Source: an optimization exercise on an open RTL-to-GDS flow (aim: small area, a short achievable clock period and few clock cycles per item). Production flows keep margins and buffers that such runs may drop. At most, simulation tests tie the RTL to the original design; equivalence was not proved. The RTL of run 3 was laid out without a check of its function.

===== design.v =====
module calc_core (
	input             clk,
	input             rst,
	input             start,
	input      [9:0]  op,
	input      [19:0] a,
	input      [19:0] b,
	output            busy,
	output reg        done,
	output reg [19:0] result,
	output            neg,
	output     [47:0] hex
	);
	localparam OP_ADD  = 10'b0000000001;
	localparam OP_SUB  = 10'b0000000010;
	localparam OP_MUL  = 10'b0000000100;
	localparam OP_DIV  = 10'b0000001000;
	localparam OP_LOG  = 10'b1000000001;
	localparam OP_POW  = 10'b1000000010;
	localparam OP_FACT = 10'b1000000100;
	localparam OP_D2R  = 10'b1000001000;
	localparam N = 4;  
	reg        busy_r;
	reg        mode_pow;    
	reg        divz;        
	reg        acc1;        
	reg [19:0] ra;          
	reg [19:0] rb;          
	reg [2:0]  cnt;         
	assign busy = busy_r;
	assign neg  = result[19];
	wire accept = start & ~busy_r;
	wire        pmul   = rb[0] & ~acc1;            
	wire [19:0] mx = busy_r ? (pmul ? result : ra) : a;
	wire [19:0] my = busy_r ? ra : (op[1] ? a : b);
	wire [19:0] prod = mx * my;
	function [19:0] fact_lut;
		input [4:0] x;
		begin
			case (x)
			5'd0: fact_lut = 20'd1;
			5'd1: fact_lut = 20'd1;
			5'd2: fact_lut = 20'd2;
			5'd3: fact_lut = 20'd6;
			5'd4: fact_lut = 20'd24;
			5'd5: fact_lut = 20'd120;
			5'd6: fact_lut = 20'd720;
			5'd7: fact_lut = 20'd5040;
			5'd8: fact_lut = 20'd40320;
			5'd9: fact_lut = 20'd362880;
			5'd10: fact_lut = 20'd483072;
			5'd11: fact_lut = 20'd70912;
			5'd12: fact_lut = 20'd850944;
			5'd13: fact_lut = 20'd576512;
			5'd14: fact_lut = 20'd731136;
			5'd15: fact_lut = 20'd481280;
			5'd16: fact_lut = 20'd360448;
			5'd17: fact_lut = 20'd884736;
			5'd18: fact_lut = 20'd196608;
			5'd19: fact_lut = 20'd589824;
			5'd20: fact_lut = 20'd262144;
			5'd21: fact_lut = 20'd262144;
			5'd22: fact_lut = 20'd524288;
			5'd23: fact_lut = 20'd524288;
			default: fact_lut = 20'd0;
			endcase
		end
	endfunction
	reg [19:0] log_r;
	integer k;
	always @* begin
		log_r = 20'd0;
		for (k = 1; k < 20; k = k + 1)
			if (a[k]) log_r = k;
	end
	wire [19:0] addsub = a + (b ^ {20{op[1]}}) + {19'd0, op[1]};
	wire [19:0] fact_r = (a < 20'd24) ? fact_lut(a[4:0]) : 20'd0;
	wire [19:0] d2r_r  = a / 20'd60;
	reg [19:0] dq, dr;
	reg [20:0] dt;
	reg [21:0] dd;
	integer s;
	always @* begin
		dr = ra;
		dq = result;
		for (s = 0; s < N; s = s + 1) begin
			dt = {dr, dq[19]};
			dq = {dq[18:0], 1'b0};
			dd = {1'b0, dt} - {2'b0, rb};
			if (!dd[21]) begin
				dr = dd[19:0];
				dq[0] = 1'b1;
			end else
				dr = dt[19:0];
		end
	end
	reg [4:0] la, lb;
	integer m;
	always @* begin
		la = 5'd0;
		lb = 5'd0;
		for (m = 0; m < 20; m = m + 1) begin
			if (a[m]) la = m + 1;
			if (b[m]) lb = m + 1;
		end
	end
	wire [4:0] ldiff = la - lb;
	wire       qzero = (la < lb);
	reg [2:0]  j0;
	always @* begin
		if (ldiff >= 5'd16) j0 = 3'd4;
		else j0 = {1'b0, ldiff[3:2]};
	end
	wire pzero = (a == 20'd0) ||
		(a[0]   == 1'b0  && b >= 20'd20) ||
		(a[1:0] == 2'd0  && b >= 20'd10) ||
		(a[2:0] == 3'd0  && b >= 20'd7)  ||
		(a[3:0] == 4'd0  && b >= 20'd5)  ||
		(a[4:0] == 5'd0  && b >= 20'd4)  ||
		(a[6:0] == 7'd0  && b >= 20'd3)  ||
		(a[9:0] == 10'd0 && b >= 20'd2);
	always @(posedge clk) begin
		done <= 1'b0;
		if (rst) begin
			busy_r <= 1'b0;
		end else if (!busy_r) begin
			if (start) begin
				divz <= 1'b0;
				case (op)
				OP_ADD:  begin result <= addsub; done <= 1'b1; end
				OP_SUB:  begin result <= addsub; done <= 1'b1; end
				OP_MUL:  begin result <= prod;  done <= 1'b1; end
				OP_LOG:  begin result <= log_r; done <= 1'b1; end
				OP_FACT: begin result <= fact_r; done <= 1'b1; end
				OP_D2R:  begin result <= d2r_r; done <= 1'b1; end
				OP_DIV: begin
					rb <= b;
					mode_pow <= 1'b0;
					if (b == 20'd0) begin
						result <= 20'd0; divz <= 1'b1; done <= 1'b1;
					end else if (qzero) begin
						result <= 20'd0; done <= 1'b1;
					end else begin
						busy_r <= 1'b1;
						cnt <= j0;
						case (j0)
						3'd0: begin ra <= {4'd0,  a[19:4]};  result <= {a[3:0],  16'd0}; end
						3'd1: begin ra <= {8'd0,  a[19:8]};  result <= {a[7:0],  12'd0}; end
						3'd2: begin ra <= {12'd0, a[19:12]}; result <= {a[11:0], 8'd0};  end
						3'd3: begin ra <= {16'd0, a[19:16]}; result <= {a[15:0], 4'd0};  end
						default: begin ra <= 20'd0; result <= a; end
						endcase
					end
				end
				OP_POW: begin
					mode_pow <= 1'b1;
					if (b == 20'd0) begin
						result <= a; done <= 1'b1;
					end else if (pzero) begin
						result <= 20'd0; done <= 1'b1;
					end else begin
						result <= b[0] ? a : 20'd1;
						acc1 <= ~b[0];
						ra <= prod;
						rb <= {1'b0, b[19:1]};
						if (b[19:1] == 19'd0) done <= 1'b1;
						else busy_r <= 1'b1;
					end
				end
				default: begin result <= 20'd63; done <= 1'b1; end
				endcase
			end
		end else if (!mode_pow) begin
			ra <= dr;
			result <= dq;
			cnt <= cnt - 3'd1;
			if (cnt == 3'd0) begin
				busy_r <= 1'b0; done <= 1'b1;
			end
		end else begin
			if (rb[0]) begin
				if (acc1) begin
					result <= ra;
					acc1 <= 1'b0;
					ra <= prod;
					rb <= {1'b0, rb[19:1]};
				end else begin
					result <= prod;
					rb[0] <= 1'b0;
				end
				if (rb[19:1] == 19'd0) begin
					busy_r <= 1'b0; done <= 1'b1;
				end
			end else begin
				ra <= prod;
				rb <= {1'b0, rb[19:1]};
			end
		end
	end
	function [7:0] seg;
		input [3:0] d;
		begin
			case (d)
			4'd0: seg = 8'b11000000;
			4'd1: seg = 8'b11111001;
			4'd2: seg = 8'b10100100;
			4'd3: seg = 8'b10110000;
			4'd4: seg = 8'b10011001;
			4'd5: seg = 8'b10010010;
			4'd6: seg = 8'b10000010;
			4'd7: seg = 8'b11111000;
			4'd8: seg = 8'b10000000;
			4'd9: seg = 8'b10010000;
			default: seg = 8'b11111111;
			endcase
		end
	endfunction
	wire [19:0] mag = result[19] ? (~result + 20'd1) : result;
	function [3:0] add3;
		input [3:0] d;
		begin
			add3[3] = d[3] | (d[2] & d[0]) | (d[2] & d[1]);
			add3[2] = (d[3] & d[0]) | (d[2] & ~d[1] & ~d[0]);
			add3[1] = (d[3] & ~d[0]) | (~d[2] & d[1]) | (d[1] & d[0]);
			add3[0] = (d[3] & ~d[0]) | (~d[3] & ~d[2] & d[0]) | (d[2] & d[1] & ~d[0]);
		end
	endfunction
	reg [23:0] bcd;
	integer i;
	always @* begin
		bcd = 24'd0;
		for (i = 19; i >= 0; i = i - 1) begin
			bcd[3:0]   = add3(bcd[3:0]);
			bcd[7:4]   = add3(bcd[7:4]);
			bcd[11:8]  = add3(bcd[11:8]);
			bcd[15:12] = add3(bcd[15:12]);
			bcd[19:16] = add3(bcd[19:16]);
			bcd[23:20] = add3(bcd[23:20]);
			bcd = {bcd[22:0], mag[i]};
		end
	end
	assign hex = divz ? 48'hFB8EAB_FFFFFF :
		{seg(bcd[23:20]), seg(bcd[19:16]), seg(bcd[15:12]),
		 seg(bcd[11:8]), seg(bcd[7:4]), seg(bcd[3:0])};
endmodule

===== run.sh =====
#!/bin/bash
# synth_recipe.tcl (not shown) runs the flow's synth.tcl, then flattens the netlist and writes it again
# the make line also repeats each setting of config.mk as NAME=value (left out here)
make -C /OpenROAD-flow-scripts/flow DESIGN_CONFIG=/design/flow/config.mk WORK_HOME=/design/flow/orfs CLKGATE_MAP_FILE= SYNTH_SCRIPT=/design/flow/synth_recipe.tcl finish

===== config.mk =====
export PLATFORM = sky130hd
export DESIGN_NAME = calc_core
export DESIGN_NICKNAME = calc_core
export VERILOG_FILES = /design/flow/design.v
export SDC_FILE = /design/flow/constraint.sdc
export NUM_CORES = 4
export LEC_CHECK = 0
export ABC_AREA = 1
export CAP_MARGIN = 20
export CORE_MARGIN = 2
export CORE_UTILIZATION = 40
export SLEW_MARGIN = 20

===== constraint.sdc =====
create_clock -name core_clock -period 55.0 [get_ports {clk}]
set_input_delay 11.0000 -clock core_clock [delete_from_list [all_inputs] [get_ports {clk}]]
set_output_delay 11.0000 -clock core_clock [all_outputs]
set_load 0.01 [all_outputs]

==> flow_summary.json, run 1 <==
{
  "status": "no timing/DRC/antenna violations",
  "cpMaxStageDelayCell": "clkdlybuf4s50_1",
  "synth_xor_area_frac": 0.05876,
  "maxSlewViolCount": 0,
  "ys_warn_count": 1,
  "port_buffers": 117,
  "critical-path-top-delay-family": "adder cells",
  "cts_buffer_depth": 2,
  "wirelength_um": 91960,
  "wl_per_cell_um": 19.27,
  "yosysMostFrequentCell": "nand2_1",
  "synth_commonest_cells": "1,069 x nand2_1, 603 x inv_1, 334 x nor2_1",
  "tightest_slew_ns": 1.023,
  "post_cts_buffers": 0,
  "clock-root-buffer": "clkbuf_16",
  "vias_per_cell": 5.543,
  "area_delta_synth_final_pct": 9.686,
  "synth.top_cell.area_share": 0.1665,
  "grt_pass1_wl_um": 142500,
  "path_class": "in -> reg",
  "ys_ff_latch": 68,
  "insertion_delay_ns": 0.35,
  "critical_path_arrival_ns": 20.01,
  "coreArea_sq_um": 59350,
  "synth_compound_area_frac": 0.1805,
  "drc": 0,
  "met2_length_um": 38900,
  "hold_viol": 0,
  "path_clk_slew_ns": 0.06,
  "grt_setup_unrepaired": "no",
  "setup_viol": 0,
  "cts-resized-gates": 0,
  "synth_top_family_by_area": "simple AND/OR/NAND/NOR gates",
  "synth_top_cell_by_area": "nand2_1",
  "fin_crit_sh": 0.3627,
  "netlist_instances": 3929,
  "fmax_mhz": 50.13,
  "via_count": 26460,
  "synth-main-ff-cell": "edfxtp_1",
  "path_buf_inv": 11,
  "hpwl_um": 74820,
  "grt_pass1_vias": 24690,
  "slowest_delay_ns": 0.93,
  "async_flop_share": 0,
  "postCtsHoldBufs": 0,
  "wirelength_met1_um": 39190,
  "min_path_type": "reg -> reg",
  "tns_ns": 0,
  "detail_route.iter0.violations": 2738,
  "synth_edf_count": 66,
  "cp-start-kind": "input port",
  "overflow": 0,
  "ant_nets": 0,
  "cts_made_buffers": 9,
  "synth.area.mux_share": 0.0004152,
  "track_usage": 0.2915,
  "multi_input_area_sq_um": 19150,
  "synthSimpleGateAreaFrac": 0.3246,
  "cts_sinks": 68,
  "antennaDiodeCount": 0,
  "min_period_ns": 19.95,
  "hold_slack_ns": 0.6803,
  "place.gp.congestion": 1.053,
  "seq_area_sq_um": 2022,
  "antenna_found_initial": 3,
  "die_w_um": 249.5,
  "postSynthAreaPerCell_sq_um": 6.135,
  "num_rows": 89,
  "synthTopCellsByArea": "nand2_1 17%, fa_1 12%, ha_1 11%",
  "maxCapViolCount": 0,
  "cts-htree-levels": 3,
  "wl_met3_um": 8723,
  "cp-end-kind": "register",
  "synth_fa_ha_area_frac": 0.2285,
  "syn_area_sq_um": 24110,
  "highest_layer": "met5",
  "crit_fanout": 18,
  "drtPass1Iterations": 9,
  "nFillCells": 6422,
  "drive_gt1_frac": 0.06625,
  "cts_tree": "done",
  "start_util": 0.4061,
  "netlist-cell-type-count": 64,
  "grt_max_degree": 51,
  "slew_headroom": 0.3069,
  "design.die.area_sq_um": 62240,
  "yosysSeqAreaShare": 0.08388,
  "worstPathRequired_ns": 55.07,
  "worst_clock_skew_ns": 0.008304,
  "final_nets": 4404,
  "ios": 124,
  "cp_common_cell": "inv_1",
  "die_h_um": 249.5
}
## area by class of cell
type	count	share of cell area
Clock buffer	9	0.008518
Clock inverter	6	0.002508
Inverter	662	0.09398
Multi-Input combinational cell	3090	0.7242
Sequential cell	68	0.07647
Tap cell	773	0.03658
Timing Repair Buffer	165	0.05773
## cell usage in the layout (no fill, tap or decap), types with 23 or more instances in the layout
cell type / count
a21oi_1: 223
buf_4: 48
clkdlybuf4s50_1: 116
edfxtp_1: 66
fa_1: 142
ha_1: 213
inv_1: 603
inv_2: 44
nand2_1: 1069
nand2_2: 69
nand3_1: 234
nand4_1: 23
nor2_1: 334
nor3_1: 26
o211ai_1: 40
o21ai_0: 236
o21ai_1: 25
o21bai_1: 23
o221ai_1: 42
o22ai_1: 24
xnor2_1: 43
xor2_1: 115
## cells by family (layout without fill, tap and decap cells)
group | after synthesis | in the layout
compound gates | 725 | 725
xor+xnor | 160 | 160
fa+ha+maj | 355 | 355
buf+inv | 776 | 842
flops | 68 | 68
mux | 1 | 1
other cells | 1 | 6
simple gates | 1843 | 1843
## metal layers
layer | vias to the layer above | track usage
met5 | - | 0
met4 | 6 | 0.1329
met3 | 265 | 0.05340
met2 | 1237 | 0.4532
met1 | 12110 | 0.3921
li1 | 12840 | -
## path summary, 6_finish.rpt
path	slack [ns]	depth (start not counted)	startpoint	end
worst max-delay path	35.05	42	a[2]	result[18]
worst min register to register	0.68	3	cnt[0]	cnt[0]
worst min-delay path	0.68	3	cnt[0]	cnt[0]
worst max register to register	38.28	96	result[19]	ra[17]
## flip-flops by register name, indices dropped and copies added, names as in the netlist
| signal | flops |
|---|---|
| acc1 | 1 |
| busy_r | 1 |
| cnt | 3 |
| divz | 1 |
| done | 1 |
| mode_pow | 1 |
| ra | 20 |
| rb | 20 |
| result | 20 |
## tightest hold or removal path: cells and delay by family, from the launching register on
family	cells	cell delay (ns)
buffers and inverters	1	0.07
DFF	1	0.32
AOI/OAI and AO/OA	1	0.06
and+or+nand+nor	1	0.05
## per-stage QoR
| stage | worst slack (ns) | util | area, sq um | instances |
|---|---|---|---|---|
| final | 35.05 | 0.4455 | 26440 | 4773 |
| after global routing | 34.42 | 0.4455 | 26440 | 4773 |
| after CTS | 35.28 | 0.4455 | 26440 | 4773 |
| after detailed placement | 34.96 | 0.4406 | 26150 | 4758 |
| after global placement | 35.15 | 0.4406 | 26150 | 4758 |
| after floorplan | 36.50 | - | 24120 | 3934 |
Testbench counts, summed over its fixed seeds: cycles 2,897, items 1,920.
==> run 2: changes to the inputs <==
--- a/design.v
+++ b/design.v
@@ -68,9 +68,2 @@
 	endfunction
-	reg [19:0] log_r;
-	integer k;
-	always @* begin
-		log_r = 20'd0;
-		for (k = 1; k < 20; k = k + 1)
-			if (a[k]) log_r = k;
-	end
 	wire [19:0] addsub = a + (b ^ {20{op[1]}}) + {19'd0, op[1]};
@@ -108,2 +101,3 @@
 	wire       qzero = (la < lb);
+	wire [19:0] log_r = {15'd0, (la[4:1] == 4'd0) ? 5'd0 : la - 5'd1};
 	reg [2:0]  j0;
@@ -160,2 +154,4 @@
 						result <= 20'd0; done <= 1'b1;
+					end else if (b == 20'd2) begin
+						result <= prod; done <= 1'b1;
 					end else begin
@@ -196,2 +192,6 @@
 				rb <= {1'b0, rb[19:1]};
+				if (acc1 && rb[19:1] == 19'd1) begin
+					result <= prod;
+					busy_r <= 1'b0; done <= 1'b1;
+				end
 			end
--- a/config.mk
+++ b/config.mk
@@ -8,5 +8,5 @@
 export ABC_AREA = 1
-export CAP_MARGIN = 20
+export CAP_MARGIN = 50
 export CORE_MARGIN = 2
 export CORE_UTILIZATION = 40
-export SLEW_MARGIN = 20
+export SLEW_MARGIN = 70
==> run 2 against run 1 <==
  * Still clean on timing, DRC and antenna
  * Critical path depth fell by 5
  * Via count rose by 4.0%
  * Synthesized area rose by 2.5%
  * First-iteration DRC count rose by 5.7%
==> flow_summary.json, run 2 <==
{
  "postSynthAreaPerCell_sq_um": 6.131,
  "grt_pass1_wl_um": 147200,
  "r2r_start": "result[19]",
  "ant_nets": 0,
  "drive_gt1_frac": 0.1008,
  "place_area_sq_um": 27100,
  "final_cell_mix": "1,050 x nand2_1, 584 x inv_1, 342 x nor2_1",
  "synth_edf_count": 66,
  "crit_fanout": 12,
  "min_period_ns": 19.52,
  "place.gp.congestion": 1.034,
  "ios": 124,
  "overflow": 0,
  "cts-resized-gates": 0,
  "area_delta_synth_final_pct": 11.30,
  "ys_warn_count": 1,
  "grt_pass1_vias": 25510,
  "setup_viol": 0,
  "die_h_um": 252.5,
  "antennaDiodeCount": 0,
  "grt_max_degree": 58,
  "start_util": 0.4025,
  "final_common_cell": "nand2_1",
  "num_rows": 91,
  "vias_per_cell": 5.616,
  "cts-htree-levels": 3,
  "path_class": "in -> reg",
  "tns_ns": 0,
  "cts_sinks": 68,
  "clock-root-buffer": "clkbuf_16",
  "via_count": 27510,
  "ys_ff_latch": 68,
  "hold_slack_ns": 0.5877,
  "cp-start-kind": "input port",
  "maxCapViolCount": 0,
  "fmax_mhz": 51.22,
  "reg2reg_to": "ra[14]",
  "hold_depth": 1,
  "drc": 0,
  "critical_path_arrival_ns": 19.60,
  "worst_clock_skew_ns": 0.009170,
  "timing.hold.worst.start": "cnt[0]",
  "rrSetupSlack_ns": 39.84,
  "netlist_instances": 4029,
  "track_usage": 0.2967,
  "port_buffers": 117,
  "async_flop_share": 0,
  "drtPass1Iterations": 8,
  "slew_headroom": 0.6515,
  "antenna_found_initial": 0,
  "cts_tree": "done",
  "synth.top_cell.area_share": 0.1602,
  "cp-end-kind": "register",
  "final_nets": 4513,
  "fin_crit_sh": 0.3550,
  "syn_area_sq_um": 24700,
  "hpwl_um": 76700,
  "yosysSeqAreaShare": 0.08186,
  "status": "no timing/DRC/antenna violations",
  "detail_route.iter0.violations": 2893,
  "insertion_delay_ns": 0.35,
  "wirelength_um": 95300,
  "cts_made_buffers": 9,
  "maxSlewViolCount": 0,
  "cpMaxStageDelayCell": "clkdlybuf4s50_1",
  "wl_per_cell_um": 19.46,
  "path_clk_slew_ns": 0.06,
  "holdPathEnd": "cnt[0]",
  "design.die.area_sq_um": 63750,
  "hold_viol": 0,
  "synth_top_cell_by_area": "nand2_1",
  "synthTopCellsByArea": "nand2_1 16%, fa_1 12%, ha_1 11%",
  "cts_buffer_depth": 2,
  "die_w_um": 252.5,
  "postCtsHoldBufs": 0,
  "slowest_delay_ns": 0.65,
  "synth-main-ff-cell": "edfxtp_1",
  "yosysMostFrequentCell": "nand2_1",
  "reg_top3": "ra (20), rb (20), result (20)",
  "coreArea_sq_um": 61370,
  "grt_setup_unrepaired": "no",
  "netlist-cell-type-count": 69,
  "worstPathRequired_ns": 55.08,
  "synth_commonest_cells": "1,054 x nand2_1, 605 x inv_1, 357 x nor2_1",
  "design_area_sq_um": 27490,
  "tightest_slew_ns": 0.5227,
  "worstRegToRegCells": 93,
  "min_path_type": "reg -> reg",
  "post_cts_buffers": 0
}
==> run 2: changes by cell type after synthesis, moves of 11 or more <==
cell      previous run  this run
xnor2_1             43        54
xor2_1             115        99
nand2_1           1069      1054
o22ai_1             24        50
nand4_1             23        35
o211ai_1            40        55
clkbuf_1            83        94
nor2_1             334       357
==> run 2: worst max-delay path by stage <==
stage	start	end	slack [ns]	cells past startpoint
floorplan	op[1]	result[18]	36.70	37
global placement	a[5]	result[18]	35.24	39
detailed placement	a[4]	result[18]	35.00	38
CTS	a[4]	result[18]	35.35	38
global route	result[0]	hex[27]	34.63	54
finish	a[5]	result[18]	35.48	37
==> run 2: cells by family (layout without fill, tap and decap cells) <==
group	after synthesis	in the layout	synth area share
buffers and inverters	799	873	0.1243
AO/OA/AOI/OAI	772	772	0.1881
adder cells (fa/ha/maj)	356	356	0.2235
AND/OR/NAND/NOR	1877	1877	0.3261
flip-flops	68	68	0.08186
multiplexers	1	1	0.0004559
XOR/XNOR	155	155	0.05557
other	1	6	0.0001518
==> run 2: critical path: cells and delay by family <==
family | cells | cell delay [ns]
buffers and inverters | 8 | 1.75
AOI/OAI and AO/OA | 15 | 2.28
xor gates and xnor gates | 1 | 0.33
and+or+nand+nor | 5 | 0.73
adders and majority gates | 8 | 3.49
==> run 2: layer usage <==
metal,share of wire,track usage,wire (um)
met1,0.43,0.4041,40530
met2,0.42,0.4570,40380
met3,0.099,0.05283,9407
met4,0.052,0.1331,4986
met5,0,0,0
==> run 2: final cells by class <==
class / count / area [sq um]
Clock buffer: 10 / 229.0
Fill cell: 6526 / 33880
Clock inverter: 5 / 77.57
Sequential cell: 68 / 2022
Multi-Input combinational cell: 3167 / 20050
Tap cell: 790 / 988.4
Inverter: 678 / 2566
Timing Repair Buffer: 180 / 1554
==> run 2: metrics by stage <==
step           instances  setup WS (ns)    util
2_1_floorplan       4034          36.70       -
3_3_place_gp        4870          35.24  0.4357
3_5_place_dp        4881          35.00  0.4416
4_1_cts             4896          35.35  0.4466
5_1_grt             4898          34.63  0.4480
6_report            4898          35.48  0.4480
Testbench counts of run 2, summed over its fixed seeds: cycles 2,871, items 1,920.
==> run 3: changes to the inputs <==
--- a/design.v
+++ b/design.v
@@ -217,3 +217,3 @@
 	endfunction
-	wire [19:0] mag = result[19] ? (~result + 20'd1) : result;
+	wire [19:0] mag = result ^ {20{result[19]}};
 	function [3:0] add3;
@@ -241,5 +241,16 @@
 	end
+	reg [23:0] dig;
+	reg        cy;
+	integer    g;
+	always @* begin
+		cy = result[19];
+		for (g = 0; g < 6; g = g + 1) begin
+			dig[4*g +: 4] = !cy ? bcd[4*g +: 4] :
+				(bcd[4*g +: 4] == 4'd9) ? 4'd0 : bcd[4*g +: 4] + 4'd1;
+			cy = cy & (bcd[4*g +: 4] == 4'd9);
+		end
+	end
 	assign hex = divz ? 48'hFB8EAB_FFFFFF :
-		{seg(bcd[23:20]), seg(bcd[19:16]), seg(bcd[15:12]),
-		 seg(bcd[11:8]), seg(bcd[7:4]), seg(bcd[3:0])};
+		{seg(dig[23:20]), seg(dig[19:16]), seg(dig[15:12]),
+		 seg(dig[11:8]), seg(dig[7:4]), seg(dig[3:0])};
 endmodule
==> run 3 against run 2 <==
  * Global-route usage down 0.54 points
  * Via count decreased by 2.3%
  * Synthesized area about the same
  * Synthesized cell count fell by 1.6%
  * First-iteration DRC count fell by 13%
  * Critical path type is now reg -> out
  * Routed wire length fell by 1.2%
  * Critical path depth rose by 18
  * Sequential cell count unchanged
  * Critical endpoint is now hex[35]
==> flow_summary.json, run 3 <==
{
  "status": "no timing/DRC/antenna violations",
  "slowest_delay_ns": 0.48,
  "antenna_found_initial": 3,
  "yosysMostFrequentCell": "nand2_1",
  "worstPathRequired_ns": 44.00,
  "synth-main-ff-cell": "edfxtp_1",
  "ant_nets": 0,
  "synth.top_cell.area_share": 0.1524,
  "cts_made_buffers": 9,
  "cp-start-kind": "register",
  "setup_viol": 0,
  "final_common_cell": "nand2_1",
  "grt_max_degree": 58,
  "slew_headroom": 0.6593,
  "place.gp.congestion": 1.077,
  "start_util": 0.4027,
  "yosysSeqAreaShare": 0.08182,
  "path_class": "reg -> out",
  "ios": 124,
  "grt_setup_unrepaired": "no",
  "place_area_sq_um": 26930,
  "ys_ff_latch": 68,
  "insertion_delay_ns": 0.35,
  "cts_buffer_depth": 2,
  "multi_input_area_sq_um": 19960,
  "drtPass1Iterations": 9,
  "wirelength_um": 94200,
  "met3_usage": 0.05520,
  "seq_area_sq_um": 2023,
  "reg_top3": "ra (20), rb (20), result (20)",
  "tightest_slew_ns": 0.5106,
  "detail_route.iter0.violations": 2523,
  "path_buf_inv": 9,
  "clock-root-buffer": "clkbuf_16",
  "netlist-cell-type-count": 73,
  "grt_pass1_vias": 25180,
  "gr-max-usage-layer": "met2",
  "design.die.area_sq_um": 63780,
  "fin_crit_sh": 0.3493,
  "coreArea_sq_um": 61370,
  "port_buffers": 117,
  "path_clk_slew_ns": 0.06,
  "antennaDiodeCount": 0,
  "tns_ns": 0,
  "cp-end-kind": "output pin",
  "cts-htree-levels": 3,
  "hpwl_um": 75280,
  "maxSlewViolCount": 0,
  "maxCapViolCount": 0,
  "async_flop_share": 0,
  "synth_top_cell_by_area": "nand2_1",
  "vias_per_cell": 5.565,
  "dp.cells": 4811,
  "die_h_um": 252.6,
  "netlist_instances": 3964,
  "design_area_sq_um": 27320,
  "drive_gt1_frac": 0.1025,
  "r2r_start": "result[19]",
  "worst_clock_skew_ns": 0.006852,
  "wl_per_cell_um": 19.51,
  "min_period_ns": 19.21,
  "finalNonFillerCells": 4829,
  "crit_fanout": 9,
  "cts_sinks": 68,
  "cts-resized-gates": 0,
  "ys_warn_count": 1,
  "num_rows": 91,
  "min_path_type": "reg -> reg",
  "timing.hold.worst.start": "cnt[0]",
  "final_cell_mix": "998 x nand2_1, 570 x inv_1, 322 x nor2_1",
  "cp_common_cell": "nand2_1",
  "postSynthAreaPerCell_sq_um": 6.234,
  "synthTopCellsByArea": "nand2_1 15%, fa_1 12%, ha_1 11%",
  "syn_area_sq_um": 24710,
  "overflow": 0,
  "hold_viol": 0,
  "cts_tree": "done",
  "grt_pass1_wl_um": 144500,
  "crit_start": "result[16]",
  "via_count": 26870,
  "critical-path-top-delay-family": "simple AND/OR/NAND/NOR gates",
  "drc": 0,
  "use_met2": 0.4530,
  "track_usage": 0.2913,
  "post_cts_buffers": 0,
  "postCtsHoldBufs": 0,
  "critical_path_arrival_ns": 8.21,
  "final_nets": 4450,
  "grtUsageMet1": 0.3820,
  "die_w_um": 252.6,
  "fmax_mhz": 52.05,
  "synth_commonest_cells": "1,003 x nand2_1, 592 x inv_1, 333 x nor2_1",
  "synth_edf_count": 66,
  "nFillCells": 6517,
  "cpMaxStageDelayCell": "edfxtp_1",
  "area_delta_synth_final_pct": 10.56
}
## run 3: kinds of logic after synthesis
logic type | after synthesis | share of synthesized area
mux | 1 | 0.0004557
fa+ha+maj | 363 | 0.2269
flops | 68 | 0.08182
xor+xnor | 169 | 0.06157
compound gates | 785 | 0.1915
other cells | 1 | 0.0001518
buf+inv | 805 | 0.1321
simple gates | 1772 | 0.3055
## run 3: final cells by class
| cell class | instances | share of cell area |
|---|---|---|
| sequential | 68 | 0.07405 |
| clock inverter | 6 | 0.001511 |
| inverter | 678 | 0.09379 |
| timing repair buffer | 181 | 0.05537 |
| clock buffer | 10 | 0.008381 |
| multi-input combinational | 3096 | 0.7307 |
| tap | 790 | 0.03618 |
## run 3: final timing paths
check | endpoint | slack, ns | depth (start not counted)
worst min register to register | cnt[0] | 0.59 | 1
worst max-delay path | hex[35] | 35.79 | 55
worst max register to register | ra[16] | 39.53 | 96
worst min-delay path | cnt[0] | 0.59 | 1
## run 3: metal layers
layer / share of wire / wire, um / up-vias
li1: - / - / 13050
met1: 0.42 / 39200 / 12260
met2: 0.43 / 40200 / 1262
met3: 0.094 / 8811 / 303
met4: 0.063 / 5950 / 4
met5: 0.00034 / 32 / -
## run 3: stage by stage
step	worst slack (ns)	util	hold WS (ns)
finish	35.79	0.4452	0.5852
floorplan	36.10	-	0.5490
global route	34.63	0.4452	0.6217
detailed placement	35.30	0.4387	0.5768
global placement	35.12	0.4324	0.5738
CTS	35.62	0.4431	0.5838
==> run 4: changes to the inputs <==
--- a/design.v
+++ b/design.v
@@ -115,2 +115,5 @@
 		(a[9:0] == 10'd0 && b >= 20'd2);
+	wire take_prod = busy_r ?
+		(mode_pow & ((rb[0] & ~acc1) | (~rb[0] & acc1 & (rb[19:1] == 19'd1)))) :
+		(start & ((op == OP_MUL) | ((op == OP_POW) & (b == 20'd2) & ~pzero)));
 	always @(posedge clk) begin
@@ -125,3 +128,3 @@
 				OP_SUB:  begin result <= addsub; done <= 1'b1; end
-				OP_MUL:  begin result <= prod;  done <= 1'b1; end
+				OP_MUL:  done <= 1'b1;
 				OP_LOG:  begin result <= log_r; done <= 1'b1; end
@@ -155,3 +158,3 @@
 					end else if (b == 20'd2) begin
-						result <= prod; done <= 1'b1;
+						done <= 1'b1;
 					end else begin
@@ -183,3 +186,2 @@
 				end else begin
-					result <= prod;
 					rb[0] <= 1'b0;
@@ -193,3 +195,2 @@
 				if (acc1 && rb[19:1] == 19'd1) begin
-					result <= prod;
 					busy_r <= 1'b0; done <= 1'b1;
@@ -198,2 +199,3 @@
 		end
+		if (!rst && take_prod) result <= prod;
 	end
==> run 4 against run 3 <==
  * Routed wire length shrank 12%
  * Final cell count is 3.5% lower
  * Still clean
  * Sequential cell count did not move
  * Clock skew is 0.0012 ns lower
  * Hold slack better by 0.11 ns
  * Utilization rose by 0.54 points
  * Critical endpoint is now hex[25]
  * Global-route usage shrank 2.4 points
  * Register-to-register slack lost 0.05 ns
==> flow_summary.json, run 4 <==
{
  "via_count": 25510,
  "grt_pass1_wl_um": 129500,
  "overflow": 0,
  "grt_setup_unrepaired": "no",
  "post_cts_buffers": 0,
  "clock-root-buffer": "clkbuf_16",
  "start_util": 0.4041,
  "hold_viol": 0,
  "synth_top_cell_by_area": "nand2_1",
  "die_w_um": 247.9,
  "worstPathRequired_ns": 44.00,
  "yosysMostFrequentCell": "nand2_1",
  "wirelength_met1_um": 35420,
  "design.die.area_sq_um": 61470,
  "synth_edf_count": 66,
  "area_delta_synth_final_pct": 11.52,
  "die_h_um": 247.9,
  "tns_ns": 0,
  "grt_pass1_vias": 23810,
  "cts-htree-levels": 3,
  "detail_route.iter0.violations": 2372,
  "status": "no timing/DRC/antenna violations",
  "cts_tree": "done",
  "cts_sinks": 68,
  "crit_fanout": 10,
  "hpwl_um": 67280,
  "cp-end-kind": "output pin",
  "slew_headroom": 0.6666,
  "wl_per_cell_um": 17.72,
  "path_class": "reg -> out",
  "worst_clock_skew_ns": 0.005658,
  "grt_max_degree": 58,
  "tightest_slew_ns": 0.4978,
  "num_rows": 89,
  "insertion_delay_ns": 0.34,
  "wl_met3_um": 7019,
  "cp_common_cell": "nand2_1",
  "fin_crit_sh": 0.3497,
  "final_common_cell": "nand2_1",
  "critical_path_arrival_ns": 8.23,
  "final_nets": 4296,
  "synthTopCellsByArea": "nand2_1 15%, fa_1 12%, ha_1 12%",
  "cp-start-kind": "register",
  "netlist_instances": 3807,
  "vias_per_cell": 5.476,
  "ys_warn_count": 1,
  "min_period_ns": 19.23,
  "synth-main-ff-cell": "edfxtp_1",
  "place.gp.congestion": 1.001,
  "drtPass1Iterations": 6,
  "coreArea_sq_um": 58910,
  "cts_buffer_depth": 2,
  "path_clk_slew_ns": 0.06,
  "yosysSeqAreaShare": 0.08495,
  "cpMaxStageDelayCell": "edfxtp_1",
  "maxCapViolCount": 0,
  "antennaDiodeCount": 0,
  "final_cell_mix": "942 x nand2_1, 600 x inv_1, 333 x nor2_1",
  "met2_length_um": 36480,
  "cts_made_buffers": 9,
  "synth_commonest_cells": "947 x nand2_1, 616 x inv_1, 341 x nor2_1",
  "track_usage": 0.2673,
  "slowest_delay_ns": 0.58,
  "drc": 0,
  "synth.top_cell.area_share": 0.1493,
  "ys_ff_latch": 68,
  "async_flop_share": 0,
  "min_path_type": "reg -> reg",
  "postSynthAreaPerCell_sq_um": 6.252,
  "reg_top3": "ra (20), rb (20), result (20)",
  "fmax_mhz": 51.99,
  "ios": 124,
  "antenna_found_initial": 0,
  "maxSlewViolCount": 0,
  "drive_gt1_frac": 0.08597,
  "wirelength_um": 82550,
  "setup_viol": 0,
  "syn_area_sq_um": 23800,
  "ant_nets": 0,
  "cts-resized-gates": 0,
  "netlist-cell-type-count": 76,
  "port_buffers": 117,
  "postCtsHoldBufs": 0,
  "highest_layer": "met4"
}
run 4: cell count changes after synthesis, moves of 9 or more:
| cell | delta |
|---|---|
| o211ai_1 | -32 |
| inv_2 | -52 |
| a221oi_1 | +9 |
| o21ai_1 | -9 |
| nand4_1 | +14 |
| nand2_1 | -56 |
| o21ai_0 | -33 |
| inv_1 | +24 |
| clkbuf_8 | -16 |
| nand3_1 | -12 |
| a22oi_1 | +13 |
run 4: logic make-up after synthesis:
logic type | after synthesis | share of synthesized area
compound gates | 726 | 0.1858
fa+ha+maj | 363 | 0.2356
flops | 68 | 0.08495
mux | 3 | 0.001367
other cells | 1 | 0.0001575
simple gates | 1711 | 0.3048
xor+xnor | 169 | 0.06313
buf+inv | 766 | 0.1243
run 4: stage by stage:
| step | instances | area, sq um | hold slack, ns | setup WS [ns] | utilization |
|---|---|---|---|---|---|
| finish | 4658 | 26540 | 0.6973 | 35.77 | 0.4506 |
| global route | 4658 | 26540 | 0.7211 | 34.69 | 0.4506 |
| CTS | 4653 | 26390 | 0.6918 | 35.63 | 0.4480 |
| detailed placement | 4637 | 26050 | 0.6835 | 35.76 | 0.4422 |
| global placement | 4628 | 25760 | 0.6519 | 35.38 | 0.4373 |
| floorplan | 3812 | 23820 | 0.6255 | 36.62 | - |
run 4: per-layer routing:
layer / global-route usage / vias up
li1: - / 12540
met1: 0.3534 / 11730
met2: 0.4345 / 1046
met3: 0.04174 / 198
met4: 0.1076 / 0
met5: 0 / -
run 4: area by class of cell:
| class | count | area (sq um) |
|---|---|---|
| fillers | 6208 | 32360 |
| multi-input cells | 2978 | 19250 |
| inverters | 654 | 2470 |
| flip-flops and latches | 68 | 2022 |
| repair buffers | 169 | 1490 |
| well taps | 773 | 967.2 |
| clock buffers | 9 | 225.2 |
| clock inverters | 7 | 115.1 |
run 4: worst max-delay path: cells and delay by family, from the launching register on:
kind	cells	cell delay (ns)
XOR/XNOR	1	0.35
adder cells (fa/ha/maj)	2	0.54
AO/OA/AOI/OAI	12	2.07
AND/OR/NAND/NOR	29	3.02
flip-flops	1	0.58
buffers and inverters	9	1.31
run 4: worst paths after layout:
| check | from | end | slack [ns] | cells past startpoint |
|---|---|---|---|---|
| worst max register to register | result[19] | ra[11] | 39.48 | 109 |
| worst min register to register | cnt[0] | cnt[0] | 0.70 | 3 |
| worst max-delay path | result[16] | hex[25] | 35.77 | 53 |
| worst min-delay path | cnt[0] | cnt[0] | 0.70 | 3 |
Testbench counts of run 4, summed over its fixed seeds: cycles 2,871, items 1,920.

==> port drivers added, routing unchanged <==
No port has a modelled driver above. Below, the same layouts with a new extraction and two added sets of constraints. Step 1: set_driving_cell puts a clkbuf_16 on clk and a buf_2 on each other input, an assumption about the parent block. Step 2 adds t to the input delays and takes it off the output delays; t is the mean of the earliest and latest rising clock arrival at the registers after step 1. Input paths then give back, and output paths get back, about the clock's delay inside the block. a / b / c = ideal / step 1 / step 2; a / b = the first two.
| run | t (ns) | slack for setup (ns) | worst hold slack (ns) | worst setup path at the end | pins driven straight from the clock port |
|---|---|---|---|---|---|
| run 1 | 0.390 | 35.052 / 35.056 / 34.666 | 0.680 / 0.680 / 0.680 | input to register | 1 |
| run 2 | 0.390 | 35.477 / 35.489 / 35.099 | 0.588 / 0.588 / 0.588 | input to register | 1 |
| run 3 | 0.383 | 35.787 / 35.750 / 35.508 | 0.585 / 0.585 / 0.585 | input to register | 1 |
| run 4 | 0.387 | 35.766 / 35.721 / 35.625 | 0.697 / 0.697 / 0.697 | input to register | 1 |
After both steps setup and hold are still met in every run listed. The setup slack of run 1, which loses most, moves by +0.004 ns with the drivers and by -0.386 ns with both steps.
